This is an optimization exercise on Yosys and OpenROAD, whose aim is small area and a short achievable clock period, not a production implementation. In this exercise RTL edits were held to simulation tests only and were not proved equivalent to the original.

## HP_Test_Top
module HP_Test_Top (
    input              inPort_clk,
    input      [511:0] inPort_msg,
    output reg [255:0] outPort_hash
);
    reg  [511:0] msg_r;
    wire [255:0] hash;
    always @(posedge inPort_clk) begin
        msg_r <= inPort_msg;
    end
    sha_pipe pipe (.hash(hash), .clk(inPort_clk), .msg(msg_r));
    always @(posedge inPort_clk) begin
        outPort_hash <= hash;
    end
endmodule
Size in the first run: roughly 120000 cells after synthesis, ~22000 flip-flops, ~770 I/O pins, about 1200000 µm² of cells after synthesis.
==> module sha_pipe, before the edit <==
module sha_pipe #(
    parameter RA = 2,        
    parameter PA = 1,        
    parameter SA = 1         
) (
    output wire [255:0] hash,
    input  wire         clk,
    input  wire [511:0] msg       
);
    localparam [255:0] IV = {
        32'h5be0cd19, 32'h1f83d9ab, 32'h9b05688c, 32'h510e527f,
        32'ha54ff53a, 32'h3c6ef372, 32'hbb67ae85, 32'h6a09e667
    };
    localparam [31:0] IV0 = IV[ 31:  0], IV1 = IV[ 63: 32], IV2 = IV[ 95: 64], IV3 = IV[127: 96];
    localparam [31:0] IV4 = IV[159:128], IV5 = IV[191:160], IV6 = IV[223:192], IV7 = IV[255:224];
    localparam [31:0] K0 = 32'h428a2f98, K1 = 32'h71374491, K2 = 32'hb5c0fbcf;
    localparam [31:0] S1_0 = {IV4[5:0], IV4[31:6]} ^ {IV4[10:0], IV4[31:11]} ^ {IV4[24:0], IV4[31:25]};
    localparam [31:0] S0_0 = {IV0[1:0], IV0[31:2]} ^ {IV0[12:0], IV0[31:13]} ^ {IV0[21:0], IV0[31:22]};
    localparam [31:0] CH_0 = (IV4 & IV5) | (~IV4 & IV6);
    localparam [31:0] MJ_0 = (IV0 & IV1) | (IV0 & IV2) | (IV1 & IV2);
    localparam [31:0] T1_0 = IV7 + S1_0 + CH_0 + K0;
    localparam [31:0] CA   = T1_0 + S0_0 + MJ_0;
    localparam [31:0] CE   = T1_0 + IV3;
    reg [256*32-1:0] rst;
    reg [512*32-1:0] rw;
    wire [31:0] m0 = msg[31:0], m1 = msg[63:32], m2 = msg[95:64];
    wire [31:0] a1_0, e1_0, hkw1_0, hkw2_0, a2_0, e2_0;
    sha_cpa #(.ARCH(RA)) p0a (.sum(a1_0),   .x(m0), .y(CA));
    sha_cpa #(.ARCH(RA)) p0e (.sum(e1_0),   .x(m0), .y(CE));
    sha_cpa #(.ARCH(PA)) p0h (.sum(hkw1_0), .x(m1), .y(IV6 + K1));
    sha_cpa #(.ARCH(PA)) p1h (.sum(hkw2_0), .x(m2), .y(IV5 + K2));
    sha_round #(.ARCH(RA)) r1 (.a_n(a2_0), .e_n(e2_0), .a(a1_0), .b(IV0), .c(IV1), .d(IV2),
                               .e(e1_0), .f(IV4), .g(IV5), .hkw(hkw1_0));
    wire [31:0] w16_0, w17_0, w18_0;
    sha_sched #(.ARCH(SA)) sw16 (.w16(w16_0), .w0(msg[ 31:  0]), .w1(msg[ 63: 32]), .w9(msg[319:288]), .w14(msg[479:448]));
    sha_sched #(.ARCH(SA)) sw17 (.w16(w17_0), .w0(msg[ 63: 32]), .w1(msg[ 95: 64]), .w9(msg[351:320]), .w14(msg[511:480]));
    sha_sched #(.ARCH(SA)) sw18 (.w16(w18_0), .w0(msg[ 95: 64]), .w1(msg[127: 96]), .w9(msg[383:352]), .w14(w16_0));
    always @(posedge clk) begin
        rst[256*1 +: 256] <= {hkw2_0, IV4, e1_0, e2_0, IV1, IV0, a1_0, a2_0};
        rw [512*1 +: 512] <= {w18_0, w17_0, w16_0, msg[511:96]};
    end
    genvar j;
    generate
        for (j = 1; j < 32; j = j + 1) begin : stg
            wire [255:0] st_n, hs;
            wire [511:0] ww_n;
            sha_stage #(.J(j), .RA(RA), .PA(PA), .SA(SA)) s (
                .st_n(st_n), .ww_n(ww_n), .hash(hs),
                .st(rst[256*j +: 256]), .ww(rw[512*j +: 512]));
            if (j < 31) begin : reg_next
                always @(posedge clk) begin
                    rst[256*(j+1) +: 256] <= st_n;
                    rw [512*(j+1) +: 512] <= ww_n;
                end
            end else begin : out
                assign hash = hs;
            end
        end
    endgenerate
endmodule
clock: 22.0 ns
lec_check: 0
abc_area: 1
cap_margin: 40
core_margin: 2
core_utilization: 35
cts_cluster_size: 20
place_density: 0.45
slew_margin: 40
run.sh (not shown) runs the stock make flow with config.mk's settings and CLKGATE_MAP_FILE= SYNTH_SCRIPT=/design/flow/synth_recipe.tcl, a recipe that flattens the netlist after the stock synthesis.
The starting point completed, yet does not pass: antenna violations.
Then changed:
--- a/flow/design.v
+++ b/flow/design.v
@@ -212,13 +212,13 @@
             sha_cpa #(.ARCH(PA)) f7 (.sum(h7), .x(F),  .y(IV[255:224]));
             assign hash = {h7, h6, h5, e2, h3, h2, h1, a2};
         end
     endgenerate
 endmodule
 module sha_pipe #(
-    parameter RA = 2,        
+    parameter RA = 1,        
     parameter PA = 1,        
     parameter SA = 1         
 ) (
     output wire [255:0] hash,
     input  wire         clk,
     input  wire [511:0] msg       
The changed run finished with timing, DRC and antenna clean. Die area rose by 0.54%. Wire length fell by 0.62%. Sequential cell count stays the same. Via count fell by 2.8%. Utilization fell by 0.11 points. Count of clock-buffer cells in the layout fell by 75. First-iteration DRC count fell by 3.7%.

separate check: timing with driven ports:
No port has a modelled driver above. Below, the same layouts with a new extraction and two added sets of constraints. Step 1 assumes that a clkbuf_16 drives the clock port and a buf_2 every other input. Step 2 also shifts input and output timing later by t, the mid clock arrival at the registers, as if the neighbouring blocks saw the same clock. Slacks: ideal ports / drivers / drivers and shift; pairs: ideal ports / drivers.
| run | t (ns) | slack for setup (ns) | hold WS [ns] | clock arrival spread, ns | worst register clock-pin slew, ns |
|---|---|---|---|---|---|
| the first run | 1.996 | 11.868 / 11.868 / 11.868 | 0.150 / 0.150 / 0.150 | 0.217 / 0.217 | 0.08 / 0.08 |
| the second run | 1.996 | 10.369 / 10.369 / 10.369 | 0.246 / 0.246 / 0.246 | 0.179 / 0.179 | 0.08 / 0.08 |
